Context: an optimization exercise on an open-source flow, tuned for small area. The choices shown serve that exercise and are no tape-out recipe. Function was checked by simulation only, so behaviour that the tests miss may differ from the original. Power and IR drop assume default switching activity.

===== flow/flow/run.sh =====
#!/bin/bash
# Layout flow: the standard flow (standard synthesis netlist structure and
# registers, floorplan, power grid, placement, CTS, routing) with changes that
# only affect how the combinational logic is mapped and buffered:
#  - ABC maps the combinational logic with an area-oriented script
#    (flow/abc_area.script) instead of ORFS's delay-oriented one; the
#    registers Yosys creates are the same;
#  - the input and output ports get sky130_fd_sc_hd__buf_1 port buffers
#    instead of the default clkdlybuf4s50_1;
#  - clock tree synthesis uses smaller clock buffers and no dummy loads.
# The full make output goes to flow_make.log in the work folder; each ORFS step
# also keeps its own log under orfs/logs/.
set -euo pipefail
WORK=$(pwd)
SCRIPTS="$WORK/orfs_scripts"
rm -rf "$SCRIPTS"
cp -r "$FLOW_HOME/scripts" "$SCRIPTS"
if [[ -f flow/abc_area.script ]]; then
  cp flow/abc_area.script "$SCRIPTS/abc_speed.script"
fi
bash standard.sh \
  "SCRIPTS_DIR=$SCRIPTS" \
  "BUFFER_PORTS_ARGS=-buffer_cell sky130_fd_sc_hd__buf_1" \
  "CTS_ARGS=-sink_clustering_enable -repair_clock_nets -dont_use_dummy_load -sink_clustering_size 16 -sink_clustering_max_diameter 50 -buf_list sky130_fd_sc_hd__clkbuf_8" \
  finish > flow_make.log 2>&1

===== flow/standard.sh =====
#!/bin/bash
# synth_recipe.tcl (not shown) runs the flow's synth.tcl, then flattens the netlist and writes it again
# the make line also repeats each setting of config.mk as NAME=value (left out here)
make -C /OpenROAD-flow-scripts/flow DESIGN_CONFIG=/design/flow/config.mk WORK_HOME=/design/flow/orfs CLKGATE_MAP_FILE= SYNTH_SCRIPT=/design/flow/synth_recipe.tcl "${@:-finish}"

===== flow/constraint.sdc =====
create_clock -name core_clock -period 8.0 [get_ports {i_clk}]
set_input_delay 1.6000 -clock core_clock [delete_from_list [all_inputs] [get_ports {i_clk}]]
set_output_delay 1.6000 -clock core_clock [all_outputs]
set_load 0.01 [all_outputs]

===== flow/config.mk =====
export PLATFORM = sky130hd
export DESIGN_NAME = flash_bus
export DESIGN_NICKNAME = flash_bus
export VERILOG_FILES = /design/flow/design.v
export SDC_FILE = /design/flow/constraint.sdc
export NUM_CORES = 4
export LEC_CHECK = 0
export CAP_MARGIN = 20
export CORE_MARGIN = 2
export CORE_UTILIZATION = 40
export SLEW_MARGIN = 20

===== flow/design.v =====
module flash_bus_controller (
	input 	i_clk,
	input 	i_rst,
	output 			o_busy,
	input 	[3:0] 		i_operation,
	input 	[1:0]		i_chip,
	input 	[14:0]		i_length,
	input 			i_start,
	input 	[159:0]		i_sb_addr,
	input 			i_startup_done,
        output  [13:0]          o_sample_count,
        output	[3:0] 		o_chip_ready,
	output	[3:0] 		o_chip_exists,
        input [15:0] i_adc_sample_fifo_data,
        input        i_adc_sample_fifo_almost_empty,
        input        i_adc_sample_fifo_empty,
        output       o_adc_sample_fifo_re,
        input        i_adc_sample_fifo_valid,
	output [12:0] o_wr_buffer_addr,
	input  [15:0] i_wr_buffer_data,
	output [12:0] o_rd_buffer_addr,
	output [15:0] o_rd_buffer_data,
	output	      o_rd_buffer_we,
	input 	[7:0] 		  i_bus_data,
	output	[7:0]	 	  o_bus_data,
	output		 	  o_bus_data_tri_n,
	output			  o_bus_we_n,
	output			  o_bus_re_n,
	output [3:0]		  o_bus_ces_n,
	output			  o_bus_cle,
	output			  o_bus_ale
);
	localparam	CMD_READID		= 8'h90;
	localparam	CMD_RESET		= 8'hFF;
	localparam	CMD_BLOCKERASE0		= 8'h60;
	localparam	CMD_BLOCKERASE1		= 8'hD0;
	localparam	CMD_WRITEPAGE0		= 8'h80;
	localparam	CMD_WRITEPAGE1		= 8'h10;
	localparam	CMD_READ_MODE		= 8'h00;
	localparam	CMD_READPAGE0		= 8'h00;
	localparam	CMD_READPAGE1		= 8'h30;
	localparam 	CMD_READ_PARAMPAGE	= 8'hEC;
	localparam 	CMD_STATUS		= 8'h70;
	localparam 	CMD_SETFEATURES		= 8'hEF;
	localparam OP_READSTATUS 		= 0;
	localparam OP_JUSTREADSTATUS 		= 1;
	localparam OP_RESET 			= 2;
	localparam OP_SET_TIMING_MODE		= 3;
	localparam OP_STARTREAD 		= 4;
	localparam OP_COMPLETEREAD 		= 5;
	localparam OP_PROGRAM 			= 6;
	localparam OP_ERASE 			= 7;
	localparam OP_READID 			= 8;
	localparam OP_READPARAM 		= 9;
	localparam OP_CHECK_EXISTS      	= 10;
	localparam OP_READ_ADC_SAMPLES      	= 11;
	function [31:0] rinc;
		input [31:0] a;
		input        cin;
		integer i;
		reg c;
		begin
			c = cin;
			for (i = 0; i < 32; i = i + 1) begin
				rinc[i] = a[i] ^ c;
				c = c & a[i];
			end
		end
	endfunction
	function [31:0] rdec;
		input [31:0] a;
		input        bin;
		integer i;
		reg c;
		begin
			c = bin;
			for (i = 0; i < 32; i = i + 1) begin
				rdec[i] = a[i] ^ c;
				c = c & ~a[i];
			end
		end
	endfunction
	localparam DELAY_tWP 			= 2;
	localparam DELAY_tRP 			= 2;
        localparam DELAY_STATE_SEND_COMMAND 	= 6;
        localparam DELAY_STATE_SEND_ADDRESS 	= 6;
        localparam DELAY_STATE_READ_DATA 	= 6;
        localparam DELAY_STATE_WRITE_DATA 	= 6;
        localparam DELAY_STATE_WHR 		= 8;
        localparam DELAY_STATE_ADL 		= 9;
        localparam DELAY_STATE_RHW 		= 13;
        localparam DELAY_STATE_WB 		= 13;
	localparam DIR_OUT = 0;
	localparam DIR_IN  = 1;
        localparam STATE_RESET              = 0;
        localparam STATE_STARTUP_0          = 1;
        localparam STATE_STARTUP_1          = 2;
        localparam STATE_IDLE               = 3;
        localparam STATE_SEND_COMMAND_0     = 4;
        localparam STATE_SEND_ADDRESS       = 5;
        localparam STATE_SEND_COMMAND_1     = 6;
        localparam STATE_READ_STATUS        = 7;
        localparam STATE_DELAY_ADL          = 8;
        localparam STATE_DELAY_WHR          = 9;
        localparam STATE_DELAY_RHW          = 10;
        localparam STATE_DELAY_WB           = 11;
        localparam STATE_WRITE_DATA         = 12;
        localparam STATE_READ_DATA          = 13;
        localparam STATE_READ_ADC_SAMPLES_0 = 14;
        localparam STATE_READ_ADC_SAMPLES_1 = 15;
	reg [3:0] state_reg, state_next;
	reg [3:0] delay_reg;
	reg [3:0] chip_ready_reg, chip_ready_next;
	reg [3:0] chip_exists_reg, chip_exists_next;
	reg [3:0] op_reg, op_next;
	reg [1:0] chip_reg, chip_next;
	reg [7:0] bus_data_in_reg;
	reg	  bus_dir_reg, bus_dir_next;
	reg [7:0] bus_data_out_reg, bus_data_out_next;
	reg	  bus_we_n_reg, bus_we_n_next;
	reg	  bus_re_n_reg, bus_re_n_next;
	reg [3:0] bus_ces_n_reg, bus_ces_n_next;
	reg	  bus_cle_reg, bus_cle_next;
	reg	  bus_ale_reg, bus_ale_next;
        reg adc_sample_fifo_re_reg, adc_sample_fifo_re_next;
        reg [13:0] wr_buffer_addr_reg, wr_buffer_addr_next;
        reg [12:0] rd_buffer_addr_reg, rd_buffer_addr_next;
        reg [15:0] rd_buffer_data_reg, rd_buffer_data_next;
        reg        rd_buffer_we_reg, rd_buffer_we_next;
	reg [14:0] byte_count_reg, byte_count_next;
	reg [13:0] sample_count_reg, sample_count_next;
	reg [2:0]  addr_bytes_reg, addr_bytes_next;
        reg [1:0] chip_counter_reg, chip_counter_next;
        reg [1:0] startup_op_reg, startup_op_next;
        reg       reading_status_reg, reading_status_next;
        wire [3:0] chip_decode_n = ~(4'h1 << chip_reg);
	reg delay_done;
	always @* begin
		case (state_reg)
			STATE_SEND_COMMAND_0, STATE_SEND_COMMAND_1: delay_done = (delay_reg == DELAY_STATE_SEND_COMMAND-1);
			STATE_SEND_ADDRESS:                         delay_done = (delay_reg == DELAY_STATE_SEND_ADDRESS-1);
			STATE_READ_STATUS, STATE_READ_DATA:         delay_done = (delay_reg == DELAY_STATE_READ_DATA-1);
			STATE_DELAY_WHR:                            delay_done = (delay_reg == DELAY_STATE_WHR-1);
			STATE_DELAY_ADL:                            delay_done = (delay_reg == DELAY_STATE_ADL-1);
			STATE_DELAY_RHW:                            delay_done = (delay_reg == DELAY_STATE_RHW-1);
			STATE_DELAY_WB:                             delay_done = (delay_reg == DELAY_STATE_WB-1);
			STATE_WRITE_DATA:                           delay_done = (delay_reg == DELAY_STATE_WRITE_DATA-1);
			default:                                    delay_done = 1'b1;
		endcase
	end
	wire [3:0] addr_chip_sel = 4'h1 << chip_reg;
	reg  [4:0] addr_byte_sel;
	always @* begin
		case (addr_bytes_reg)
			3'd5:    addr_byte_sel = 5'b00001;
			3'd4:    addr_byte_sel = 5'b00010;
			3'd3:    addr_byte_sel = 5'b00100;
			3'd2:    addr_byte_sel = 5'b01000;
			default: addr_byte_sel = 5'b10000;
		endcase
	end
	reg  [7:0] addr_byte;
	integer ci, bi;
	always @* begin
		addr_byte = 8'd0;
		for (ci = 0; ci < 4; ci = ci + 1)
			for (bi = 0; bi < 5; bi = bi + 1)
				addr_byte = addr_byte | ({8{addr_chip_sel[ci] & addr_byte_sel[bi]}} & i_sb_addr[40*ci + 8*bi +: 8]);
	end
	always @(posedge i_clk) begin
		delay_reg <= (state_reg == STATE_RESET || state_reg == STATE_STARTUP_0 || state_reg == STATE_STARTUP_1 ||
		              state_reg == STATE_IDLE || state_reg == STATE_READ_ADC_SAMPLES_0 ||
		              state_reg == STATE_READ_ADC_SAMPLES_1 || delay_done) ? 4'd0 : delay_reg + 4'd1;
		chip_ready_reg <= chip_ready_next;
		op_reg <= op_next;
		chip_reg <= chip_next;
		byte_count_reg[14:1] <= byte_count_next[14:1];
		sample_count_reg <= sample_count_next;
		addr_bytes_reg <= addr_bytes_next;
		chip_counter_reg <= chip_counter_next;
		startup_op_reg <= startup_op_next;
		reading_status_reg <= reading_status_next;
	end
	always @(posedge i_clk or posedge i_rst) begin
		if (i_rst) begin
			state_reg <= STATE_RESET;
			chip_exists_reg <= 0;
			byte_count_reg[0] <= 1'b0;
			bus_data_in_reg <= 0;
			bus_dir_reg <= DIR_OUT;
			bus_data_out_reg <= 0;
			bus_we_n_reg <= 1;
			bus_re_n_reg <= 1;
			bus_ces_n_reg <= 0;
			bus_cle_reg <= 0;
			bus_ale_reg <= 0;
			adc_sample_fifo_re_reg <= 0;
			wr_buffer_addr_reg <= 0;
			rd_buffer_addr_reg <= 0;
			rd_buffer_data_reg <= 0;
			rd_buffer_we_reg <= 0;
		end else begin
			state_reg <= state_next;
			chip_exists_reg <= chip_exists_next;
			byte_count_reg[0] <= byte_count_next[0];
			bus_data_in_reg <= i_bus_data;
			bus_data_out_reg <= bus_data_out_next;
			bus_dir_reg <= bus_dir_next;
			bus_we_n_reg <= bus_we_n_next;
			bus_re_n_reg <= bus_re_n_next;
			bus_ces_n_reg <= bus_ces_n_next;
			bus_cle_reg <= bus_cle_next;
			bus_ale_reg <= bus_ale_next;
			adc_sample_fifo_re_reg <= adc_sample_fifo_re_next;
			wr_buffer_addr_reg <= wr_buffer_addr_next;
			rd_buffer_addr_reg <= rd_buffer_addr_next;
			rd_buffer_data_reg <= rd_buffer_data_next;
			rd_buffer_we_reg <= rd_buffer_we_next;
		end
	end
	assign o_busy = (state_reg != STATE_IDLE);
	wire [31:0] rdec32_rd = rdec({29'd0, rd_buffer_addr_reg[2:0]}, 1'b1);
	wire [31:0] rinc32_rd = rinc({22'd0, rd_buffer_addr_reg[12:3]}, 1'b1);
	wire [31:0] rdec32_wr = rdec({28'd0, wr_buffer_addr_reg[3:0]}, 1'b1);
	wire [31:0] rinc32_wr = rinc({22'd0, wr_buffer_addr_reg[13:4]}, 1'b1);
	wire [31:0] rdec32_bc = rdec({17'd0, byte_count_reg}, 1'b1);
	wire [31:0] rinc32_sc = rinc({18'd0, sample_count_reg}, 1'b1);
	always @* begin
		state_next = state_reg;
                chip_ready_next = chip_ready_reg;
                chip_exists_next = chip_exists_reg;
                op_next = op_reg;
		chip_next = chip_reg;
                byte_count_next = byte_count_reg;
                sample_count_next = sample_count_reg;
		addr_bytes_next = addr_bytes_reg;
                adc_sample_fifo_re_next = 1'b0;
                wr_buffer_addr_next = wr_buffer_addr_reg;
                rd_buffer_addr_next[2:0] = (rd_buffer_we_reg) ? rdec32_rd[2:0] : rd_buffer_addr_reg[2:0];
                rd_buffer_addr_next[12:3] = (rd_buffer_we_reg && (rd_buffer_addr_reg[2:0] == 3'd0)) ? rinc32_rd[9:0] : rd_buffer_addr_reg[12:3];
		rd_buffer_data_next[15:8] = (!byte_count_reg[0]) ? bus_data_in_reg : rd_buffer_data_reg[15:8];
		rd_buffer_data_next[7:0] = (byte_count_reg[0]) ? bus_data_in_reg : rd_buffer_data_reg[7:0];
		rd_buffer_we_next = 1'b0;
                chip_counter_next = chip_counter_reg;
                startup_op_next = startup_op_reg;
                reading_status_next = reading_status_reg;
		case (state_reg)
                        STATE_RESET: begin
                            if (i_startup_done) begin
                                chip_ready_next = 4'hF;
                                chip_exists_next = 0;
                                chip_counter_next = 0;
                                startup_op_next = 0;
                                state_next = STATE_STARTUP_0;
                            end
			end
                        STATE_STARTUP_0: begin
                            if (startup_op_reg == 2'd3) begin
                                state_next = STATE_IDLE;
                            end else if (chip_ready_reg[chip_counter_reg]) begin
                                reading_status_next = 0;
                                state_next = STATE_STARTUP_1;
                            end else begin
                                reading_status_next = 1;
                                chip_next = chip_counter_reg;
                                op_next = (reading_status_reg) ? OP_JUSTREADSTATUS : OP_READSTATUS;
                                state_next = (reading_status_reg) ? STATE_READ_STATUS : STATE_SEND_COMMAND_0;
                            end
                        end
                        STATE_STARTUP_1: begin
                            op_next = (startup_op_reg == 2'd0) ? OP_RESET           :
                                      (startup_op_reg == 2'd1) ? OP_SET_TIMING_MODE : OP_CHECK_EXISTS;
                            chip_next = chip_counter_reg;
                            chip_counter_next = chip_counter_reg + 1;
                            startup_op_next = (chip_counter_reg == 2'd3) ? startup_op_reg + 2'd1 : startup_op_reg;
                            state_next = STATE_SEND_COMMAND_0;
                        end
			STATE_IDLE: begin
                            op_next = i_operation;
                            chip_next = i_chip;
                            rd_buffer_addr_next = 13'd7;
                            wr_buffer_addr_next = 14'd15;
                            if (i_start) begin
                                byte_count_next = i_length;
                                state_next = (i_operation == OP_JUSTREADSTATUS)   ? STATE_READ_STATUS        :
                                             (i_operation == OP_READ_ADC_SAMPLES) ? STATE_READ_ADC_SAMPLES_0 : STATE_SEND_COMMAND_0;
                            end
			end
                        STATE_SEND_COMMAND_0: begin
                            addr_bytes_next = (op_reg == OP_SET_TIMING_MODE) ? 3'd1 :
                                              (op_reg == OP_READID)          ? 3'd1 :
                                              (op_reg == OP_CHECK_EXISTS)    ? 3'd1 :
                                              (op_reg == OP_ERASE)           ? 3'd3 :
                                              (op_reg == OP_READPARAM)       ? 3'd1 : 3'd5;
                            if (op_reg == OP_RESET)
                                chip_ready_next[chip_reg] = 1'b0;
                            if (delay_done) begin
                                state_next = (op_reg == OP_READSTATUS)   ? STATE_DELAY_WHR    :
                                             (op_reg == OP_RESET)        ? STATE_DELAY_WB     :
                                             (op_reg == OP_COMPLETEREAD) ? STATE_DELAY_WHR    : STATE_SEND_ADDRESS;
                            end
                        end
                        STATE_SEND_ADDRESS: begin
                            if (op_reg == OP_READPARAM)
                                chip_ready_next[chip_reg] = 1'b0;
                            if (delay_done) begin
				if (addr_bytes_reg == 3'd1) begin
                                    state_next = (op_reg == OP_PROGRAM)         ? STATE_DELAY_ADL :
                                                 (op_reg == OP_SET_TIMING_MODE) ? STATE_DELAY_ADL :
                                                 (op_reg == OP_READPARAM)       ? STATE_DELAY_WB  :
                                                 (op_reg == OP_READID)          ? STATE_DELAY_WHR :
                                                 (op_reg == OP_CHECK_EXISTS)    ? STATE_DELAY_WHR : STATE_SEND_COMMAND_1;
				end else begin
                                    addr_bytes_next = addr_bytes_reg - 3'd1;
				end
                            end
			end
                        STATE_SEND_COMMAND_1: begin
                            if ((op_reg == OP_ERASE) || (op_reg == OP_STARTREAD))
                                chip_ready_next[chip_reg] = 1'b0;
                            if (delay_done) begin
                               state_next = (op_reg == OP_ERASE)     ? STATE_DELAY_WB :
                                            (op_reg == OP_PROGRAM)   ? STATE_DELAY_WB :
                                            (op_reg == OP_STARTREAD) ? STATE_DELAY_WB : STATE_IDLE;
                            end
                        end
                        STATE_DELAY_WHR: begin
                            if ((op_reg == OP_READID) || (op_reg == OP_CHECK_EXISTS))
                                byte_count_next = 15'd6;
                            if (delay_done) begin
                                state_next = (op_reg == OP_READSTATUS)   ? STATE_READ_STATUS :
                                             (op_reg == OP_READID)       ? STATE_READ_DATA   :
                                             (op_reg == OP_CHECK_EXISTS) ? STATE_READ_DATA   :
                                             (op_reg == OP_COMPLETEREAD) ? STATE_READ_DATA   : STATE_IDLE;
                            end
                        end
			STATE_READ_STATUS: begin
                            if (delay_done) begin
                                chip_ready_next[chip_reg] = bus_data_in_reg[6];
                                state_next = STATE_DELAY_RHW;
                            end
			end
                        STATE_DELAY_ADL: begin
                            if (delay_done) begin
                                wr_buffer_addr_next[3:0] = rdec32_wr[3:0];
                                wr_buffer_addr_next[13:4] = (wr_buffer_addr_reg[3:0] == 4'd0) ? rinc32_wr[9:0] : wr_buffer_addr_reg[13:4];
                                state_next = STATE_WRITE_DATA;
                                if (op_reg == OP_SET_TIMING_MODE)
                                    byte_count_next = 15'd4;
                            end
                        end
                        STATE_DELAY_RHW, STATE_DELAY_WB: begin
                            if (delay_done)
                                state_next = (startup_op_reg != 2'd3) ? STATE_STARTUP_0 : STATE_IDLE;
                        end
                        STATE_WRITE_DATA: begin
                            chip_ready_next[chip_reg] = 1'b0;
                            if (delay_done) begin
                                wr_buffer_addr_next[3:0] = rdec32_wr[3:0];
                                wr_buffer_addr_next[13:4] = (wr_buffer_addr_reg[3:0] == 4'd0) ? rinc32_wr[9:0] : wr_buffer_addr_reg[13:4];
                                byte_count_next = rdec32_bc[14:0];
                                if (byte_count_reg == 15'd1) begin
                                    state_next = (op_reg == OP_PROGRAM)         ? STATE_SEND_COMMAND_1 :
                                                 (op_reg == OP_SET_TIMING_MODE) ? STATE_DELAY_WB       : STATE_IDLE;
                                end
                            end
                        end
			STATE_READ_DATA: begin
                            if (delay_done) begin
                                rd_buffer_we_next = (op_reg == OP_CHECK_EXISTS) ? 1'b0 : byte_count_reg[0];
                                if (((op_reg == OP_READID) || (op_reg == OP_CHECK_EXISTS)) && (byte_count_reg == 15'd5) && (bus_data_in_reg != 8'd0))
                                    chip_exists_next[chip_reg] = 1'b1;
                                byte_count_next = rdec32_bc[14:0];
                                if (byte_count_reg == 15'd1)
                                    state_next = STATE_DELAY_RHW;
                            end
                        end
			STATE_READ_ADC_SAMPLES_0: begin
                            if (i_adc_sample_fifo_empty) begin
                                sample_count_next = 0;
                                state_next = STATE_READ_ADC_SAMPLES_1;
                            end else if (adc_sample_fifo_re_reg && i_adc_sample_fifo_valid) begin
                                rd_buffer_data_next = i_adc_sample_fifo_data;
                                rd_buffer_we_next = 1'b1;
                                sample_count_next = rinc32_sc[13:0];
                                if (i_adc_sample_fifo_almost_empty)
                                    state_next = STATE_READ_ADC_SAMPLES_1;
                                else
                                    adc_sample_fifo_re_next = 1'b1;
                            end else begin
                                sample_count_next = 0;
                                adc_sample_fifo_re_next = 1'b1;
                            end
                        end
			STATE_READ_ADC_SAMPLES_1: begin
                            rd_buffer_data_next = 16'hFFFF;
                            rd_buffer_we_next = 1'b1;
                            sample_count_next = rinc32_sc[13:0];
                            state_next = STATE_IDLE;
                        end
			default: ;
		endcase
	end
        wire [7:0] wr_buffer_data_out_byte = (byte_count_reg[0]) ? i_wr_buffer_data[7:0] : i_wr_buffer_data[15:8];
        always @* begin
	    case (state_reg)
                STATE_RESET, STATE_STARTUP_0, STATE_STARTUP_1, STATE_IDLE, STATE_DELAY_WB, STATE_DELAY_RHW, STATE_READ_ADC_SAMPLES_0, STATE_READ_ADC_SAMPLES_1: begin
                    bus_dir_next = DIR_IN;
                    bus_data_out_next = 8'h0;
                    bus_we_n_next = 1;
                    bus_re_n_next = 1;
                    bus_ces_n_next = 4'hF;
                    bus_cle_next = 0;
                    bus_ale_next = 0;
                end
                STATE_SEND_COMMAND_0: begin
                    bus_dir_next = DIR_OUT;
                    bus_data_out_next = (op_reg == OP_READSTATUS)      ? CMD_STATUS         :
                                        (op_reg == OP_RESET)           ? CMD_RESET          :
                                        (op_reg == OP_READID)          ? CMD_READID         :
                                        (op_reg == OP_CHECK_EXISTS)    ? CMD_READID         :
                                        (op_reg == OP_READPARAM)       ? CMD_READ_PARAMPAGE :
                                        (op_reg == OP_PROGRAM)         ? CMD_WRITEPAGE0     :
                                        (op_reg == OP_STARTREAD)       ? CMD_READPAGE0      :
                                        (op_reg == OP_COMPLETEREAD)    ? CMD_READ_MODE      :
                                        (op_reg == OP_ERASE)           ? CMD_BLOCKERASE0    :
                                        (op_reg == OP_SET_TIMING_MODE) ? CMD_SETFEATURES    : 8'h00;
                    bus_we_n_next = (delay_reg < DELAY_tWP) ? 0 : 1;
                    bus_re_n_next = 1;
                    bus_ces_n_next = chip_decode_n;
                    bus_cle_next = 1;
                    bus_ale_next = 0;
                end
                STATE_SEND_COMMAND_1: begin
                    bus_dir_next = DIR_OUT;
                    bus_data_out_next = (op_reg == OP_STARTREAD)    ? CMD_READPAGE1   :
                                        (op_reg == OP_PROGRAM)      ? CMD_WRITEPAGE1  :
                                        (op_reg == OP_ERASE)        ? CMD_BLOCKERASE1 : 8'h00;
                    bus_we_n_next = (delay_reg < DELAY_tWP) ? 0 : 1;
                    bus_re_n_next = 1;
                    bus_ces_n_next = chip_decode_n;
                    bus_cle_next = 1;
                    bus_ale_next = 0;
                end
                STATE_SEND_ADDRESS: begin
                    bus_dir_next = DIR_OUT;
                    bus_data_out_next = (op_reg == OP_SET_TIMING_MODE) ? 8'h01 :
                                        ((op_reg == OP_READID) || (op_reg == OP_CHECK_EXISTS) || (op_reg == OP_READPARAM)) ? 8'h00 :
                                        addr_byte;
                    bus_we_n_next = (delay_reg < DELAY_tWP) ? 0 : 1;
                    bus_re_n_next = 1;
                    bus_ces_n_next = chip_decode_n;
                    bus_cle_next = 0;
                    bus_ale_next = 1;
                end
                STATE_READ_STATUS, STATE_READ_DATA: begin
                    bus_dir_next = DIR_IN;
                    bus_data_out_next = 8'h00;
                    bus_we_n_next = 1;
                    bus_re_n_next = (delay_reg < DELAY_tRP) ? 0 : 1;
                    bus_ces_n_next = chip_decode_n;
                    bus_cle_next = 0;
                    bus_ale_next = 0;
                end
                STATE_WRITE_DATA: begin
                    bus_dir_next = DIR_OUT;
                    bus_data_out_next = (op_reg == OP_SET_TIMING_MODE) ? ((byte_count_reg == 15'd4) ? 8'h04 : 8'h00) : wr_buffer_data_out_byte;
                    bus_we_n_next = (delay_reg < DELAY_tWP) ? 0 : 1;
                    bus_re_n_next = 1;
                    bus_ces_n_next = chip_decode_n;
                    bus_cle_next = 0;
                    bus_ale_next = 0;
                end
                default: begin
                    bus_dir_next = DIR_IN;
                    bus_data_out_next = 8'h0;
                    bus_we_n_next = 1;
                    bus_re_n_next = 1;
                    bus_ces_n_next = chip_decode_n;
                    bus_cle_next = 0;
                    bus_ale_next = 0;
                end
            endcase
        end
	assign o_sample_count = sample_count_reg;
        assign o_adc_sample_fifo_re = adc_sample_fifo_re_reg;
        assign o_bus_data 	= bus_data_out_reg;
	assign o_bus_data_tri_n = bus_dir_reg;
	assign o_bus_we_n 	= bus_we_n_reg;
	assign o_bus_re_n 	= bus_re_n_reg;
	assign o_bus_ces_n 	= bus_ces_n_reg;
	assign o_bus_cle 	= bus_cle_reg;
	assign o_bus_ale 	= bus_ale_reg;
        assign o_chip_ready = chip_ready_reg;
        assign o_chip_exists = chip_exists_reg;
        assign o_wr_buffer_addr = wr_buffer_addr_reg[13:1];
        assign o_rd_buffer_addr = rd_buffer_addr_reg;
        assign o_rd_buffer_data = rd_buffer_data_reg;
        assign o_rd_buffer_we = rd_buffer_we_reg;
endmodule
module flash_bus_sm (
	input 	i_clk,
	input 	i_rst,
        input i_recording_en,
        output o_top_bus_active,
        input i_disp_cmd_req,
        output o_disp_cmd_ack,
        input [71:0] i_disp_cmd_data,
        output o_disp_rsp_req,
        input i_disp_rsp_ack,
        input i_disp_rsp_listening,
        output [25:0] o_disp_rsp_data,
        output [3:0] o_disp_chip_active,
        output o_disp_wr_buffer_rsvd,
        output o_disp_rd_buffer_rsvd,
	output	[31:0]	o_cyclecount_sum,
	input	    	i_cyclecount_reset,
	input	[7:0]	i_cyclecount_start,
	input	[7:0]	i_cyclecount_end,
        output o_adc_master_record,
	input 			i_ctrl_busy,
	output reg [3:0]	o_ctrl_operation,
	output     [1:0]	o_ctrl_chip,
	output     [14:0]	o_ctrl_length,
	output reg		o_ctrl_start,
	output     [159:0]	o_sb_addr,
	output			o_startup_done,
	input      [13:0]	i_sample_count,
	input      [3:0]	i_ctrl_chip_ready
);
	localparam OP_READSTATUS 		= 0;
	localparam OP_JUSTREADSTATUS 		= 1;
	localparam OP_RESET 			= 2;
	localparam OP_SET_TIMING_MODE		= 3;
	localparam OP_STARTREAD 		= 4;
	localparam OP_COMPLETEREAD 		= 5;
	localparam OP_PROGRAM 			= 6;
	localparam OP_ERASE 			= 7;
	localparam OP_READID 			= 8;
	localparam OP_READPARAM 		= 9;
	localparam OP_READ_ADC_SAMPLES		= 11;
	function [31:0] rinc;
		input [31:0] a;
		input        cin;
		integer i;
		reg c;
		begin
			c = cin;
			for (i = 0; i < 32; i = i + 1) begin
				rinc[i] = a[i] ^ c;
				c = c & a[i];
			end
		end
	endfunction
	function [31:0] rdec;
		input [31:0] a;
		input        bin;
		integer i;
		reg c;
		begin
			c = bin;
			for (i = 0; i < 32; i = i + 1) begin
				rdec[i] = a[i] ^ c;
				c = c & ~a[i];
			end
		end
	endfunction
	localparam CS_READ_START_PENDING = 1;
	localparam CS_READ_DATA_PENDING  = 2;
	localparam CS_READ_DATA_DONE	 = 3;
	localparam CS_WRITE_DATA_PENDING = 4;
	localparam CS_WRITE_DATA_ONBUS   = 5;
	localparam CS_WRITE_DATA_DONE    = 6;
	localparam CS_ERASE_PENDING      = 7;
	localparam CS_ERASE_ONBUS        = 8;
	localparam CS_ERASE_DONE         = 9;
	localparam CS_READID_0           = 10;
	localparam CS_READID_1           = 11;
	localparam CS_READPARAM_0        = 12;
	localparam CS_READPARAM_1        = 13;
	localparam CS_READPARAM_2        = 14;
	localparam CS_SETTIMINGMODE_0    = 15;
	localparam CS_SETTIMINGMODE_1    = 16;
	localparam CS_RESET_0            = 17;
	localparam CS_RESET_1            = 18;
	localparam CS_GET_ADC_SAMPLES_0  = 19;
	localparam CS_GET_ADC_SAMPLES_1  = 20;
	localparam STATE_IDLE 		      = 0;
	localparam STATE_NEW_RQST_0	      = 1;
	localparam STATE_GET_NEXT_OP_0 	      = 2;
	localparam STATE_GET_NEXT_OP_1 	      = 3;
        localparam STATE_WAIT_FOR_CONTROLLER  = 5;
        localparam STATE_CHECK_FOR_CHIP_READY = 6;
	localparam STATE_DO_BUS_OP	      = 7;
	localparam STATE_NEW_RSLT_0	      = 8;
	localparam STATE_NEW_RSLT_1	      = 9;
	localparam STATE_SWITCH_CHIPS	      = 10;
	reg [3:0]  state_reg;
	reg [31:0] sys_cycle_count_reg;
	reg [31:0] op_cycle_count_reg;
	reg        recording_reg;
	reg        new_cmd_ack_reg;
	reg        new_rsp_req_reg;
	reg [17:0] new_rsp_data_reg;
	reg [3:0]  chip_active_reg;
	reg        wr_buffer_rsvd_reg;
	reg        rd_buffer_rsvd_reg;
	reg [1:0]  curr_chip_reg;
	reg [1:0]  new_chip_reg;
	reg        new_rd_reg, new_wr_reg;
	reg [39:0] sb_addr  [0:3];
	reg [7:0]  sb_tag   [0:3];
	reg [9:0]  sb_len   [0:3];
	reg [4:0]  sb_state [0:3];
	reg [3:0]  sb_srs;
	reg [31:0] sb_cc    [0:3];
	reg [3:0]  sb_cc_valid;		 
	reg [31:0] cc_pend;		 
	reg [1:0]  cc_pend_chip;
	reg [2:0]  cc_age;		 
	reg [1:0]  rd_a0, rd_a1, rd_a2;	 
	wire [1:0] c = curr_chip_reg;
	wire [7:0] rd_tag   = sb_tag[c];
	wire [9:0] rd_len   = sb_len[c];
	wire [4:0] rd_state = sb_state[c];
	wire       rd_srs   = sb_srs[c];
	wire        nq_state  = (state_reg == STATE_NEW_RQST_0);
	reg  [1:0]  cc_addr;		 
	wire [31:0] cc_rd     = sb_cc_valid[cc_addr] ? sb_cc[cc_addr] : 32'd0;
	wire [2:0] new_op   = i_disp_cmd_data[48:46];
	wire [1:0] new_chip = i_disp_cmd_data[41:40];
	reg  [4:0] new_state;
	always @* begin
		case (new_op)
			3'd0: new_state = CS_WRITE_DATA_PENDING;
			3'd1: new_state = CS_READ_START_PENDING;
			3'd2: new_state = CS_ERASE_PENDING;
			3'd3: new_state = CS_READID_0;
			3'd4: new_state = CS_READPARAM_0;
			3'd5: new_state = CS_RESET_0;
			3'd6: new_state = CS_SETTIMINGMODE_0;
			default: new_state = CS_GET_ADC_SAMPLES_0;
		endcase
	end
	wire st_adc   = (rd_state == CS_GET_ADC_SAMPLES_0) || (rd_state == CS_GET_ADC_SAMPLES_1);
	wire st_prog  = (rd_state == CS_WRITE_DATA_PENDING) || (rd_state == CS_WRITE_DATA_ONBUS) || (rd_state == CS_WRITE_DATA_DONE);
	wire st_rdbuf = (rd_state == CS_READ_START_PENDING) || (rd_state == CS_READ_DATA_PENDING) || (rd_state == CS_READ_DATA_DONE) ||
	                (rd_state == CS_READID_0) || (rd_state == CS_READID_1) ||
	                (rd_state == CS_READPARAM_0) || (rd_state == CS_READPARAM_1) || (rd_state == CS_READPARAM_2) || st_adc;
	reg st_send, st_onbus, st_done;
	reg [3:0] st_op;
	always @* begin
		st_send = 1'b0; st_onbus = 1'b0; st_done = 1'b0; st_op = 4'd0;
		case (rd_state)
			CS_READ_START_PENDING: begin st_send = 1'b1; st_op = OP_STARTREAD; end
			CS_READ_DATA_PENDING:  begin st_send = 1'b1; st_op = OP_COMPLETEREAD; end
			CS_WRITE_DATA_PENDING: begin st_send = 1'b1; st_op = OP_PROGRAM; end
			CS_ERASE_PENDING:      begin st_send = 1'b1; st_op = OP_ERASE; end
			CS_READID_0:           begin st_send = 1'b1; st_op = OP_READID; end
			CS_READPARAM_0:        begin st_send = 1'b1; st_op = OP_READPARAM; end
			CS_READPARAM_1:        begin st_send = 1'b1; st_op = OP_COMPLETEREAD; end
			CS_SETTIMINGMODE_0:    begin st_send = 1'b1; st_op = OP_SET_TIMING_MODE; end
			CS_RESET_0:            begin st_send = 1'b1; st_op = OP_RESET; end
			CS_GET_ADC_SAMPLES_0:  begin st_send = 1'b1; st_op = OP_READ_ADC_SAMPLES; end
			CS_WRITE_DATA_ONBUS, CS_ERASE_ONBUS: st_onbus = 1'b1;
			CS_READ_DATA_DONE, CS_WRITE_DATA_DONE, CS_ERASE_DONE, CS_READID_1, CS_READPARAM_2,
			CS_SETTIMINGMODE_1, CS_RESET_1, CS_GET_ADC_SAMPLES_1: st_done = 1'b1;
			default: ;
		endcase
	end
	wire in_idle  = (state_reg == STATE_IDLE);
	wire in_nq    = (state_reg == STATE_NEW_RQST_0);
	wire in_do    = (state_reg == STATE_DO_BUS_OP);
	wire in_check = (state_reg == STATE_CHECK_FOR_CHIP_READY);
	wire chip_rdy = i_ctrl_chip_ready[c];
	wire cs_match = (i_cyclecount_start[4:0] != 5'd0) && (i_cyclecount_start[4:0] == rd_state);
	wire ce_match = (i_cyclecount_end[4:0] != 5'd0) && (i_cyclecount_end[4:0] == rd_state);
	wire we_new   = in_idle && i_disp_cmd_req;
	wire we_state = in_do && (st_send || st_onbus);
	wire we_srs   = in_check && !chip_rdy;
	wire we_cc_do = we_state && cs_match;
	wire cc_load   = in_nq | we_cc_do;	 
	wire cc_commit = cc_age[2] | (cc_age[1] & cc_load);
	integer k;
	always @(posedge i_clk) begin
		for (k = 0; k < 4; k = k + 1) begin
			if (we_new && new_chip == k) begin
				sb_addr[k] <= i_disp_cmd_data[39:0];
				sb_tag[k]  <= i_disp_cmd_data[71:64];
				sb_len[k]  <= i_disp_cmd_data[63:54];
			end
			if (we_new && new_chip == k)
				sb_state[k] <= new_state;
			else if (we_state && c == k)
				sb_state[k] <= rd_state + 5'd1;
			if (we_new && new_chip == k)
				sb_srs[k] <= 1'b0;
			else if (we_srs && c == k)
				sb_srs[k] <= 1'b1;
			if (cc_commit && cc_pend_chip == k)
				sb_cc[k] <= cc_pend;
		end
		if (cc_load) begin
			cc_pend <= in_nq ? cc_rd : sys_cycle_count_reg;
			cc_pend_chip <= in_nq ? new_chip_reg : c;
		end
		if (in_idle) begin
			new_chip_reg <= new_chip;
			new_rd_reg <= (new_op == 3'd1) || (new_op == 3'd3) || (new_op == 3'd4) || (new_op == 3'd7);
			new_wr_reg <= (new_op == 3'd0);
		end
		cc_addr <= we_new ? rd_a1 : c;
		rd_a0 <= in_nq ? new_chip_reg : c;
		rd_a1 <= rd_a0;
		rd_a2 <= rd_a1;
	end
	always @(posedge i_clk or posedge i_rst) begin
		if (i_rst) begin
			sb_cc_valid <= 4'd0;
			cc_age <= 3'd0;
		end else begin
			cc_age <= {cc_age[1] & ~cc_load, cc_age[0] & ~cc_load, cc_load};
			for (k = 0; k < 4; k = k + 1)
				if (cc_commit && cc_pend_chip == k)
					sb_cc_valid[k] <= 1'b1;
		end
	end
	wire [31:0] adc_units_w = rinc({22'd0, i_sample_count[13:4]}, (i_sample_count[3:0] != 4'd0));
	wire [9:0]  adc_units = adc_units_w[9:0];
	always @(posedge i_clk or posedge i_rst) begin
		if (i_rst) begin
			state_reg <= STATE_IDLE;
			sys_cycle_count_reg <= 0;
			op_cycle_count_reg <= 0;
			recording_reg <= 0;
			new_cmd_ack_reg <= 0;
			new_rsp_req_reg <= 0;
			new_rsp_data_reg <= 0;
			chip_active_reg <= 0;
			wr_buffer_rsvd_reg <= 0;
			rd_buffer_rsvd_reg <= 0;
			curr_chip_reg <= 0;
		end else begin
			sys_cycle_count_reg <= rinc(sys_cycle_count_reg, 1'b1);
			new_cmd_ack_reg <= 1'b0;
			if (!i_recording_en)
				recording_reg <= 1'b0;
			if (i_cyclecount_reset)
				op_cycle_count_reg <= 0;
			case (state_reg)
				STATE_IDLE: begin
					if (i_disp_cmd_req) begin
						new_cmd_ack_reg <= 1'b1;
						state_reg <= STATE_NEW_RQST_0;
					end else if (chip_active_reg[c]) begin
						state_reg <= STATE_GET_NEXT_OP_0;
					end else begin
						curr_chip_reg <= c + 2'd1;
					end
				end
				STATE_NEW_RQST_0: begin
					chip_active_reg[new_chip_reg] <= 1'b1;
					if (new_rd_reg) rd_buffer_rsvd_reg <= 1'b1;
					if (new_wr_reg) wr_buffer_rsvd_reg <= 1'b1;
					state_reg <= STATE_IDLE;
				end
				STATE_GET_NEXT_OP_0: state_reg <= STATE_GET_NEXT_OP_1;
				STATE_GET_NEXT_OP_1: state_reg <= STATE_WAIT_FOR_CONTROLLER;
				STATE_WAIT_FOR_CONTROLLER: begin
					if (!i_ctrl_busy)
						state_reg <= st_adc ? STATE_DO_BUS_OP : STATE_CHECK_FOR_CHIP_READY;
				end
				STATE_CHECK_FOR_CHIP_READY: begin
					state_reg <= chip_rdy ? STATE_DO_BUS_OP : STATE_SWITCH_CHIPS;
				end
				STATE_DO_BUS_OP: begin
					if (i_cyclecount_start[4:0] == 5'd0)
						recording_reg <= 1'b0;
					else if (cs_match && i_recording_en)
						recording_reg <= 1'b1;
					if (i_cyclecount_end[4:0] == 5'd0)
						recording_reg <= 1'b0;
					else if (ce_match) begin
						op_cycle_count_reg <= op_cycle_count_reg + (sys_cycle_count_reg - cc_rd);
						recording_reg <= 1'b0;
					end
					if (st_send || st_onbus)
						state_reg <= STATE_SWITCH_CHIPS;
					else if (st_done)
						state_reg <= STATE_NEW_RSLT_0;
				end
				STATE_SWITCH_CHIPS: begin
					curr_chip_reg <= c + 2'd1;
					state_reg <= STATE_IDLE;
				end
				STATE_NEW_RSLT_0: begin
					new_rsp_req_reg <= 1'b1;
					if (st_adc)
						new_rsp_data_reg <= {rd_tag, adc_units};
					else
						new_rsp_data_reg <= {rd_tag, rd_len};
					state_reg <= STATE_NEW_RSLT_1;
				end
				STATE_NEW_RSLT_1: begin
					if (i_disp_rsp_ack) begin
						chip_active_reg[c] <= 1'b0;
						if (st_rdbuf) rd_buffer_rsvd_reg <= 1'b0;
						if (st_prog) wr_buffer_rsvd_reg <= 1'b0;
						new_rsp_req_reg <= 1'b0;
						state_reg <= STATE_SWITCH_CHIPS;
					end
				end
				default: ;
			endcase
		end
	end
	always @* begin
		o_ctrl_operation = 4'd0;
		o_ctrl_start = 1'b0;
		if (in_check && !chip_rdy) begin
			o_ctrl_operation = rd_srs ? OP_JUSTREADSTATUS : OP_READSTATUS;
			o_ctrl_start = 1'b1;
		end else if (in_do && st_send) begin
			o_ctrl_operation = st_op;
			o_ctrl_start = 1'b1;
		end
	end
	assign o_ctrl_chip = c;
	assign o_ctrl_length = {rd_len, 5'd0};
	assign o_sb_addr = {sb_addr[3], sb_addr[2], sb_addr[1], sb_addr[0]};
	assign o_startup_done = (sys_cycle_count_reg == 32'd124999);
	assign o_cyclecount_sum = op_cycle_count_reg;
        assign o_disp_cmd_ack = new_cmd_ack_reg;
        assign o_disp_rsp_req = new_rsp_req_reg;
        assign o_disp_rsp_data = i_disp_rsp_listening ? {new_rsp_data_reg, 8'd0} : 26'd0;
        assign o_disp_chip_active = chip_active_reg;
        assign o_disp_wr_buffer_rsvd = wr_buffer_rsvd_reg;
        assign o_disp_rd_buffer_rsvd = rd_buffer_rsvd_reg;
        assign o_top_bus_active = |chip_active_reg;
        assign o_adc_master_record = recording_reg;
endmodule
module flash_bus #(
	parameter NUM_OF_CHIPS 			= 4,
	parameter CMD_FIFO_DATA_WIDTH 	= 72,
	parameter WR_FIFO_DATA_WIDTH 	= 128,
	parameter RD_FIFO_DATA_WIDTH 	= 136,
	parameter RSLT_FIFO_DATA_WIDTH 	= 26,
	parameter PERIOD 				= 8,
	parameter PAGE_SIZE_WIDTH		= 15
 )
 (
	input 	i_clk,
	input 	i_rst,
        output o_top_bus_active,
        input i_recording_en,
        input i_disp_cmd_req,
        output o_disp_cmd_ack,
        input [CMD_FIFO_DATA_WIDTH-1:0] i_disp_cmd_data,
        output o_disp_rsp_req,
        input i_disp_rsp_ack,
        input i_disp_rsp_listening,
        output [RSLT_FIFO_DATA_WIDTH-1:0] o_disp_rsp_data,
        output [NUM_OF_CHIPS-1:0] o_disp_chip_active,
        output o_disp_wr_buffer_rsvd,
        output o_disp_rd_buffer_rsvd,
        input [15:0] i_adc_sample_fifo_data,
        input        i_adc_sample_fifo_almost_empty,
        input        i_adc_sample_fifo_empty,
        output       o_adc_sample_fifo_re,
        input        i_adc_sample_fifo_valid,
        output [12:0] o_wr_buffer_addr,
        input  [15:0] i_wr_buffer_data,
        output [12:0] o_rd_buffer_addr,
        output [15:0] o_rd_buffer_data,
        output        o_rd_buffer_we,
	output	[0:31]						o_cyclecount_sum,
	input								i_cyclecount_reset,
	input	[0:7]						i_cyclecount_start,
	input	[0:7]						i_cyclecount_end,
        output o_adc_master_record,
	input 	[7:0] 						i_bus_data,
	output 	[7:0]	 					o_bus_data,
	output		 						o_bus_data_tri_n,
	output 								o_bus_we_n,
	output 								o_bus_re_n,
	output [NUM_OF_CHIPS-1:0] 					o_bus_ces_n,
	output 								o_bus_cle,
	output 								o_bus_ale,
        output [NUM_OF_CHIPS-1:0] o_chip_exists
 );
	wire		ctrl_busy;
	wire [3:0]	ctrl_operation;
	wire [1:0]	ctrl_chip;
	wire [14:0]	ctrl_length;
	wire		ctrl_start;
	wire [13:0]	ctrl_sample_count;
	wire [159:0]	sb_addr;
	wire		startup_done;
	wire [3:0]	chip_ready;
	flash_bus_sm busSM (
		.i_clk(i_clk),
		.i_rst(i_rst),
                .o_top_bus_active(o_top_bus_active),
                .i_recording_en(i_recording_en),
                .i_disp_cmd_req(i_disp_cmd_req),
                .o_disp_cmd_ack(o_disp_cmd_ack),
                .i_disp_cmd_data(i_disp_cmd_data),
                .o_disp_rsp_req(o_disp_rsp_req),
                .i_disp_rsp_ack(i_disp_rsp_ack),
                .i_disp_rsp_listening(i_disp_rsp_listening),
                .o_disp_rsp_data(o_disp_rsp_data),
                .o_disp_chip_active(o_disp_chip_active),
                .o_disp_wr_buffer_rsvd(o_disp_wr_buffer_rsvd),
                .o_disp_rd_buffer_rsvd(o_disp_rd_buffer_rsvd),
		.o_cyclecount_sum(o_cyclecount_sum),
		.i_cyclecount_reset(i_cyclecount_reset),
		.i_cyclecount_start(i_cyclecount_start),
		.i_cyclecount_end(i_cyclecount_end),
                .o_adc_master_record(o_adc_master_record),
		.i_ctrl_busy(ctrl_busy),
		.o_ctrl_operation(ctrl_operation),
		.o_ctrl_chip(ctrl_chip),
		.o_ctrl_length(ctrl_length),
		.o_ctrl_start(ctrl_start),
		.o_sb_addr(sb_addr),
		.o_startup_done(startup_done),
                .i_sample_count(ctrl_sample_count),
		.i_ctrl_chip_ready(chip_ready)
	);
	flash_bus_controller busController (
		.i_clk(i_clk),
		.i_rst(i_rst),
		.o_busy(ctrl_busy),
		.i_operation(ctrl_operation),
		.i_chip(ctrl_chip),
		.i_length(ctrl_length),
		.i_start(ctrl_start),
		.i_sb_addr(sb_addr),
		.i_startup_done(startup_done),
		.o_sample_count(ctrl_sample_count),
		.o_chip_ready(chip_ready),
		.o_chip_exists(o_chip_exists),
                .i_adc_sample_fifo_data(i_adc_sample_fifo_data),
                .i_adc_sample_fifo_almost_empty(i_adc_sample_fifo_almost_empty),
                .i_adc_sample_fifo_empty(i_adc_sample_fifo_empty),
                .o_adc_sample_fifo_re(o_adc_sample_fifo_re),
                .i_adc_sample_fifo_valid(i_adc_sample_fifo_valid),
		.o_wr_buffer_addr(o_wr_buffer_addr),
		.i_wr_buffer_data(i_wr_buffer_data),
		.o_rd_buffer_addr(o_rd_buffer_addr),
		.o_rd_buffer_data(o_rd_buffer_data),
		.o_rd_buffer_we(o_rd_buffer_we),
		.i_bus_data(i_bus_data),
		.o_bus_data(o_bus_data),
		.o_bus_data_tri_n(o_bus_data_tri_n),
		.o_bus_we_n(o_bus_we_n),
		.o_bus_re_n(o_bus_re_n),
		.o_bus_ces_n(o_bus_ces_n),
		.o_bus_cle(o_bus_cle),
		.o_bus_ale(o_bus_ale)
	);
endmodule

===== flow/flow/abc_area.script =====
strash
&get -n
&deepsyn -T 20
&put
dch -f
amap

==> results.ini, run 1 <==
[sta]
slew_violations=0
tightest_slew_ns=1.05
setup_violations=0
skew_ns=0.0931
hold_viol_final=0
finalSetupTns_ns=0
grt_setup_unrepaired=true
fin_crit_ns=7.62
slew_headroom=0.300
fin_crit_sh=0.952
max_freq_mhz=131

[power_and_ir_drop]
share_seq_of_total_power=0.455
p_int_mw=6.37
ir_drop_mv=0.157
finalPower_mw=10.1
comb_power_share=0.353
power.density_nw_per_um2=309
power_frac_clock=0.192
p_switching_mw=3.77
p_leak_nw=11.9
p_sw_frac=0.372

[worst_setup_path]
arrival_ns=8.15
startpoint=busSM.sb_cc_valid[3]
rrSetupSlack_ns=0.38
cp-end-kind=register
r2r.worst_path.cells=51
crit_path_top_delay_cell=fa_1
critPathMaxStageDelay_ns=0.55
endpoint=busSM.op_cycle_count_reg[31]
critical_path_class=register to register
reg2reg_to=busSM.op_cycle_count_reg[31]
startpoint_type=register
cp_max_fo=4
cp.required_ns=8.54
worst_r2r_startpoint=busSM.sb_cc_valid[3]

[global_routing]
grt_util_met3=0.0329
grt_usage=0.200
grt_pass1_wl_um=116000
grt_pass1_vias=20492
grt_overflow=0
met2_usage=0.345
antenna_found_initial=2
grt_max_degree=77
top_usage_layer=met2
grt_util_met1=0.253

[die]
core_um2=72700
fp.dieW_um=275
die_area_um2=75400
ios=271
die_h_um=275
num_rows=99
initial_core_util=0.403

[route]
viasPerCell=5.50
wl_per_cell_um=20.8
ant_nets=0
totalWireLength_um=75700
drcViolationCount=0
vias=20004
drt_iter0_markers=1654
drtPass1Iterations=7

[logic_synthesis]
synthFlopType=edfxtp_1
ys_top_cells_by_area=edfxtp_1 (48%), dfrtp_1 (15%), ha_1 (6.3%)
async_flop_share=0.277
synth.area.mux_share=0
synth.distinct_cells=55
synth.yosys.seq_area_share=0.642
synth_top_area_frac=0.476
synthSimpleGateAreaFrac=0.0771
synth_top_area_cell=edfxtp_1
synth_top_family_by_area=compound AO/OA/AOI/OAI gates
synth-xor-area-share=0
synth_edf_count=464
netlist_area_um2=29300
synthCells=2324
synthAdderAreaFrac=0.0840
synth_compound_area_frac=0.141
yosysWarnings=7
avgSynthCellArea_um2=12.6
ys_ff_latch=661

[place]
place_inst=3549
gp_congestion=0.915
numPortBuffers=247
place_hpwl_um=51900
place_area_um2=31600

[layout]
layout.nets=2991
fill_cells=6631
register_area_um2=18800
area_growth_syn_to_layout_pct=11.9
final_common_cell=edfxtp_1
top_regs=busSM.sb_addr (160), busSM.sb_cc (128), busSM.sb_len (40)
multi_input_area_um2=8990
drive_gt1_frac=0.0565
max_flop_register=busSM.sb_addr
largest_reg_flops=160
final_cell_mix=edfxtp_1 (464), clkinv_1 (392), buf_1 (247), nor2_1 (201), dfrtp_1 (181)
final_cell_area_um2=32800
fin_cells=3635
post-route-util=0.451

[clocking]
cts_buffers=76
cts-root-buf=clkbuf_8
clock_path_buffers=3
htree_levels=3
cts_tree=done
clock_latency_ns=0.68
hold_buffers=0
path_clk_slew_ns=0.08
clock_sinks=661

[flow_run]
cap_violations=0

[run_status]
status=timing/DRC/antenna clean

[min_path]
worstHoldPathType=register to register
worstHoldStart=busSM.rd_a0[0]

[worst max-delay path, delay by kind of cell, from the launching register on]
family	cells	cell delay [ns]
AOI/OAI and AO/OA	19	3.54
and+or+nand+nor	28	2.57
adders and majority gates	2	0.86
DFF	1	0.37
buffers and inverters	2	0.14
[cells by family (layout without fill, tap and decap cells)]
group / count (synthesis) / after routing
buffers and inverters: 415 / 757
adder cells (fa/ha/maj): 178 / 178
AND/OR/NAND/NOR: 492 / 492
AO/OA/AOI/OAI: 577 / 577
other: 1 / 11
flip-flops: 661 / 661
[final cells by class]
cell class	count	area share
flip-flops and latches	661	0.574
diodes	3	0.000229
multi-input cells	1255	0.274
repair buffers	287	0.0376
well taps	959	0.0366
inverters	394	0.0454
clock buffers	76	0.0319
[routing by layer]
metal / share of wire / up-vias
li1: - / 9241
met2: 0.49 / 669
met5: 0 / -
met1: 0.41 / 9931
met4: 0.034 / 0
met3: 0.059 / 163
[power by group through the flow]
| stage | registers, mW | logic (mW) | clock network [mW] |
|---|---|---|---|
| finish | 4.61 | 3.58 | 1.94 |
| global placement | 4.65 | 3.41 | 0 |
| global route | 4.66 | 3.99 | 2.13 |
| detailed placement | 4.67 | 3.50 | 0 |
| CTS | 4.60 | 3.52 | 2.01 |
| floorplan | 4.62 | 2.35 | 0 |
[Yosys cell counts (4+ instances only)]
| master | number |
|---|---|
| edfxtp_1 | 464 |
| clkinv_1 | 394 |
| nor2_1 | 218 |
| dfrtp_1 | 181 |
| ha_1 | 147 |
| a21oi_1 | 95 |
| o21ai_0 | 90 |
| nand2_1 | 81 |
| o22ai_1 | 74 |
| nand3_1 | 45 |
| a222oi_1 | 43 |
| a22oi_1 | 36 |
| a221o_1 | 34 |
| fa_1 | 31 |
| nor3_1 | 30 |
| nor2b_1 | 29 |
| a22o_1 | 25 |
| o21a_1 | 24 |
| o32ai_1 | 24 |
| and3_1 | 23 |
| nand4_1 | 22 |
| buf_4 | 21 |
| a32o_1 | 16 |
| a211o_1 | 15 |
| a31oi_1 | 14 |
| dfxtp_1 | 14 |
| o211ai_1 | 14 |
| nand2b_1 | 13 |
| a221oi_1 | 12 |
| o221ai_1 | 12 |
| a21o_1 | 11 |
| or2_0 | 10 |
| a211oi_1 | 8 |
| nor4_1 | 8 |
| a2111oi_0 | 5 |
| o311ai_0 | 5 |
| o22a_1 | 4 |
[stage by stage]
| step | hold slack (ns) | worst slack, ns |
|---|---|---|
| final | 0.313 | 0.384 |
| after floorplan | 0.310 | -0.131 |
| after global routing | 0.318 | -0.0753 |
| after CTS | 0.308 | 0.0574 |
| after detailed placement | 0.312 | -0.185 |
| after global placement | 0.311 | 0.138 |
[worst min-delay path by stage]
| stage | slack (ns) | cells past startpoint | end |
|---|---|---|---|
| after floorplan | 0.31 | 0 | busSM.rd_a1[0] |
| after global placement | 0.31 | 0 | busSM.rd_a1[1] |
| after detailed placement | 0.31 | 0 | busSM.rd_a1[0] |
| after CTS | 0.31 | 0 | busSM.rd_a1[0] |
| after global routing | 0.32 | 0 | busSM.rd_a1[1] |
| final | 0.31 | 0 | busSM.rd_a1[0] |
[timing repair]
item,in CTS,in global routing
buffers inserted,1,6
setup endpoints to repair,1,3
gates resized for setup,2,21
pin swaps,1,7
==> run 2: changes to the inputs <==
--- a/flow/flow/run.sh
+++ b/flow/flow/run.sh
@@ -21,5 +21,5 @@
 bash standard.sh \
   "SCRIPTS_DIR=$SCRIPTS" \
   "BUFFER_PORTS_ARGS=-buffer_cell sky130_fd_sc_hd__buf_1" \
-  "CTS_ARGS=-sink_clustering_enable -repair_clock_nets -dont_use_dummy_load -sink_clustering_size 16 -sink_clustering_max_diameter 50 -buf_list sky130_fd_sc_hd__clkbuf_8" \
+  "CTS_ARGS=-sink_clustering_enable -repair_clock_nets -dont_use_dummy_load -sink_clustering_size 14 -sink_clustering_max_diameter 60 -buf_list sky130_fd_sc_hd__clkbuf_8" \
   finish > flow_make.log 2>&1
==> run 2 against run 1 <==
Against the previous run: worst hold slack gained 0.010 ns; sequential power is essentially flat; utilization shrank 0.34 points; sequential share of layout area grew 0.44 points; non-clock buffer count grew 1; count of clock-buffer cells in the layout shrank 18; global-route usage shrank 0.16 points; first-iteration DRC count is essentially flat; maximum frequency shrank 0.84%; total power shrank 2.4%; register-to-register slack lost 0.06 ns; clock power shrank 12%; critical endpoint unchanged; highest routed layer unchanged.
==> results.ini, run 2 <==
[route]
vias=19872
drcViolationCount=0
totalWireLength_um=75500
ant_nets=0
viasPerCell=5.49
drt_iter0_markers=1655
drtPass1Iterations=9
wl_per_cell_um=20.9

[layout]
final_common_cell=edfxtp_1
post-route-util=0.447
area_growth_syn_to_layout_pct=11.0
max_flop_register=busSM.sb_addr
drive_gt1_frac=0.0505
final_cell_mix=edfxtp_1 (464), clkinv_1 (392), buf_1 (247), nor2_1 (201), dfrtp_1 (181)
top_regs=busSM.sb_addr (160), busSM.sb_cc (128), busSM.sb_len (40)
layout.nets=2974
final_cell_area_um2=32500
largest_reg_flops=160

[logic_synthesis]
synthCells=2324
avgSynthCellArea_um2=12.6
synthFlopType=edfxtp_1
async_flop_share=0.277
yosysWarnings=7
netlist_area_um2=29300
ys_top_cells_by_area=edfxtp_1 (48%), dfrtp_1 (15%), ha_1 (6.3%)
synth_top_area_frac=0.476
yosysMostFrequentCell=edfxtp_1
yosys-top-cells-count=edfxtp_1 (464), clkinv_1 (394), nor2_1 (218), dfrtp_1 (181), ha_1 (147)
synth_edf_count=464
ys_ff_latch=661
synth_top_area_cell=edfxtp_1
synth.yosys.seq_area_share=0.642
synth.distinct_cells=55

[power_and_ir_drop]
power.density_nw_per_um2=304
ir_drop_mv=0.171
p_leak_nw=11.8
finalPower_mw=9.89

[clocking]
cts_buffers=58
path_clk_slew_ns=0.09
clock_sinks=661
clock_path_buffers=3
cts-root-buf=clkbuf_8
cts_tree=done
clock_latency_ns=0.76
htree_levels=2

[worst_setup_path]
critical_path_class=register to register
reg2reg_to=busSM.op_cycle_count_reg[31]
critPathMaxStageDelay_ns=0.52
startpoint_type=register
cp-end-kind=register
arrival_ns=8.19
cp_max_fo=4
cp.required_ns=8.51
r2r.worst_path.cells=52
crit_path_top_delay_cell=fa_1
crit_buf_inv=3
worst_r2r_startpoint=busSM.cc_addr[1]
cpLargestDelayFamily=compound AO/OA/AOI/OAI gates
rrSetupSlack_ns=0.32

[global_routing]
grt_pass1_wl_um=115000
grt_max_degree=77
antenna_found_initial=2
grt_pass1_vias=20359
grt_usage=0.198
grt_overflow=0

[sta]
setup_violations=0
max_freq_mhz=130
tightest_slew_ns=1.05
finalSetupTns_ns=0
fin_crit_sh=0.960
fin_crit_ns=7.68
hold_viol_final=0
worst_hold_slack_ns=0.323
slew_headroom=0.297
grt_setup_unrepaired=true
slew_violations=0
skew_ns=0.143

[flow_run]
cap_violations=0

[place]
numPortBuffers=247
place_hpwl_um=51900
place_area_um2=31600
gp_congestion=0.915

[run_status]
status=timing/DRC/antenna clean

[die]
die_h_um=275
initial_core_util=0.403
ios=271
die_area_um2=75400
fp.dieW_um=275
core_um2=72700
num_rows=99

[min_path]
worstHoldStart=busSM.rd_a0[1]
hold_depth=0
worstHoldPathType=register to register
hold-path-endpoint=busSM.rd_a1[1]

[run 2: cell count changes in the layout (fill, tap and decap cells not counted), sizes merged]
cell	change
diode	-1
clkbuf	-18
buf	+1
[run 2: final cells by class]
type | instances | area [µm²]
diodes | 2 | 5.00
clock buffers | 58 | 798
fillers | 6638 | 40200
inverters | 394 | 1490
multi-input cells | 1255 | 8990
flip-flops and latches | 661 | 18800
well taps | 959 | 1200
repair buffers | 288 | 1240
[run 2: metal layers]
metal  up-vias  share of wire  track usage  routed length [µm]
li1       9210              -            -                   -
met1      9887           0.42        0.254               31500
met2       625           0.49        0.343               37200
met3       150          0.055       0.0282                4170
met4         0          0.034       0.0689                2550
met5         -              0            0                   0
[run 2: how the worst max path moves through the flow]
stage                startpoint                      endpoint  slack [ns]  cells past startpoint
2_1_floorplan    i_disp_cmd_req          busSM.sb_state[3][0]       -0.13                      4
3_3_place_gp   busSM.cc_addr[1]  busSM.op_cycle_count_reg[31]        0.14                     52
3_5_place_dp   busSM.cc_addr[1]  busSM.op_cycle_count_reg[31]       -0.19                     52
4_1_cts        busSM.cc_addr[1]  busSM.op_cycle_count_reg[31]        0.01                     54
5_1_grt        busSM.cc_addr[1]  busSM.op_cycle_count_reg[31]       -0.09                     52
6_report       busSM.cc_addr[1]  busSM.op_cycle_count_reg[31]        0.32                     52
[run 2: repair_timing]
action                                  4_1_cts  5_1_grt
resized for setup                             2       20
hold endpoints to repair                      0        0
setup buffers                                 1        7
pin swaps                                     1        6
hold buffers                                  0        0
cloned                                        0        0
endpoints found under the setup margin        1        3
[run 2: kinds of logic after synthesis]
kind of cell,count (synthesis),synth area share
compound gates,577,0.141
buf+inv,415,0.0559
other cells,1,0.000128
flops,661,0.642
fa+ha+maj,178,0.0840
simple gates,492,0.0771
[run 2: stage by stage]
step	instances	setup WS (ns)
floorplan	2331	-0.131
finish	3617	0.319
CTS	3608	0.0128
global placement	3549	0.138
global route	3616	-0.0922
detailed placement	3549	-0.185
[run 2: power breakdown]
part / total [mW] / internal (mW) / switching, mW
sequential: 4.60 / 4.29 / 0.320
combinational: 3.58 / 1.24 / 2.34
clock: 1.71 / 0.643 / 1.06
==> run 3: changes to the inputs <==
--- a/flow/config.mk
+++ b/flow/config.mk
@@ -8,4 +8,5 @@
 export CAP_MARGIN = 20
 export CORE_MARGIN = 2
 export CORE_UTILIZATION = 40
+export SETUP_SLACK_MARGIN = 0.4
 export SLEW_MARGIN = 20
==> run 3 against run 2 <==
Against the previous run: critical path depth increased by 1; synthesized cell count unchanged; count of clock-buffer cells in the layout unchanged; final cell count increased by 0.75%; critical path type unchanged; critical endpoint unchanged; largest power group unchanged.
==> results.ini, run 3 <==
[sta]
finalSetupTns_ns=0
worst_hold_slack_ns=0.325
slew_violations=0
hold_viol_final=0
fin_crit_sh=0.955
fin_crit_ns=7.64
layout_setup_ws_ns=0.364
slew_headroom=0.305
skew_ns=0.146
grt_setup_unrepaired=true
tightest_slew_ns=1.04
max_freq_mhz=131
setup_violations=0

[clocking]
clock_sinks=661
cts_tree=done
htree_levels=2
cts-root-buf=clkbuf_8
path_clk_slew_ns=0.09
cts_buffers=58
clock_latency_ns=0.76
clock_path_buffers=3

[power_and_ir_drop]
share_seq_of_total_power=0.458
p_sw_frac=0.376
comb_power_share=0.373
ir_drop_mv=0.173
p_int_mw=6.28
p_switching_mw=3.78
finalPower_mw=10.1
p_leak_nw=12.0
power_frac_clock=0.170
power.density_nw_per_um2=306

[layout]
fin_cells=3644
final_cell_mix=edfxtp_1 (464), clkinv_1 (385), buf_1 (247), nor2_1 (194), dfrtp_1 (181)
drive_gt1_frac=0.0686
final_cell_area_um2=32900
post-route-util=0.452
largest_reg_flops=160
max_flop_register=busSM.sb_addr
top_regs=busSM.sb_addr (160), busSM.sb_cc (128), busSM.sb_len (40)
final_common_cell=edfxtp_1
area_growth_syn_to_layout_pct=12.2
layout.nets=3001

[worst_setup_path]
cp.required_ns=8.47
crit_buf_inv=4
arrival_ns=8.11
critPathMaxStageDelay_ns=0.56
crit_path_top_delay_cell=fa_1
cp_max_fo=4
startpoint_type=register
critical_path_class=register to register
crit_top_cell=nor2_2
cpLargestDelayFamily=compound AO/OA/AOI/OAI gates
cp-end-kind=register

[route]
drtPass1Iterations=7
vias=19985
viasPerCell=5.48
totalWireLength_um=76000
drcViolationCount=0
wl_per_cell_um=20.9
drt_iter0_markers=1638
ant_nets=0

[global_routing]
grt_pass1_vias=20474
grt_max_degree=77
antenna_found_initial=2
grt_overflow=0
grt_usage=0.199
grt_pass1_wl_um=116000

[die]
initial_core_util=0.403
num_rows=99
die_h_um=275
core_um2=72700
die_area_um2=75400
ios=271
fp.dieW_um=275

[place]
dp_slack_ns=-0.185
gp_congestion=0.915
numPortBuffers=247
place_inst=3549
place_area_um2=31600
place_hpwl_um=51900

[logic_synthesis]
synth_edf_count=464
yosysMostFrequentCell=edfxtp_1
netlist_area_um2=29300
synth.distinct_cells=55
synth.yosys.seq_area_share=0.642
avgSynthCellArea_um2=12.6
ys_ff_latch=661
ys_top_cells_by_area=edfxtp_1 (48%), dfrtp_1 (15%), ha_1 (6.3%)
synthCells=2324
synthFlopType=edfxtp_1
yosys-top-cells-count=edfxtp_1 (464), clkinv_1 (394), nor2_1 (218), dfrtp_1 (181), ha_1 (147)
synth_top_area_frac=0.476
synth_top_area_cell=edfxtp_1
yosysWarnings=7
async_flop_share=0.277

[min_path]
worstHoldPathType=register to register

[flow_run]
cap_violations=0

[run_status]
status=timing/DRC/antenna clean

-- run 3: metal layers --
layer / share of wire / global-route usage / wire length (µm)
met5: 0 / 0 / 0
met4: 0.036 / 0.0709 / 2740
met3: 0.056 / 0.0282 / 4230
met1: 0.42 / 0.255 / 31600
met2: 0.49 / 0.344 / 37400
-- run 3: layout make-up --
class | count | area (µm²)
clock buffers | 58 | 798
repair buffers | 315 | 1480
flip-flops and latches | 661 | 18800
multi-input cells | 1255 | 9100
well taps | 959 | 1200
fillers | 6616 | 39800
inverters | 394 | 1490
diodes | 2 | 5.00
-- run 3: power by group through the flow --
stage | Clock, mW | Combinational, mW | Sequential (mW)
3_5_place_dp | 0 | 3.50 | 4.67
6_report | 1.71 | 3.75 | 4.61
4_1_cts | 1.75 | 3.59 | 4.60
5_1_grt | 1.88 | 4.16 | 4.66
2_1_floorplan | 0 | 2.35 | 4.62
3_3_place_gp | 0 | 3.41 | 4.65
-- run 3: timing repair --
action,in CTS,in global routing
resized for setup,19,43
hold buffers,0,0
pin swaps,8,25
setup endpoints to repair,2,5
endpoints found under the hold margin,0,0
setup buffers,21,14
-- run 3: kinds of logic after synthesis --
family,synth area share
flip-flops,0.642
AO/OA/AOI/OAI,0.141
AND/OR/NAND/NOR,0.0771
buffers and inverters,0.0559
adder cells (fa/ha/maj),0.0840
other,0.000128
-- run 3: final timing paths --
kind                             startpoint                             endpoint  slack (ns)  cells after the start
setup / recovery           busSM.cc_addr[1]         busSM.op_cycle_count_reg[31]        0.36                     53
hold / removal               busSM.rd_a0[1]                       busSM.rd_a1[1]        0.32                      0
setup reg to reg           busSM.cc_addr[1]         busSM.op_cycle_count_reg[31]        0.36                     53
hold reg to reg              busSM.rd_a0[1]                       busSM.rd_a1[1]        0.32                      0
max in group asynchronous             i_rst  busController.rd_buffer_addr_reg[3]        5.76                      3
min in group asynchronous             i_rst           busController.state_reg[0]        0.96                      2

## afterwards: timing with drivers on the ports
In the flow no input, the clock included, has a driving cell. The finished layouts below were timed again as built, in two steps.
Step 1, drivers: a clkbuf_16 drives i_clk and a buf_2 each remaining input, both assumed.
Step 2 times the ports against the registers' clock, not the clock port: input delays grow and output delays shrink by t, the midpoint of the rising clock arrivals with the driver on.
Slacks: no drivers / after step 1 / after step 2; pairs: no drivers / after step 1.
run | shift t [ns] | slack for setup (ns) | pins driven straight from the clock port
run 1 | 0.693 | 0.384 / 0.384 / 0.384 | 1
run 2 | 0.748 | 0.319 / 0.319 / 0.319 | 1
run 3 | 0.746 | 0.364 / 0.364 / 0.364 | 1
After both steps setup and hold are still met in every run listed.
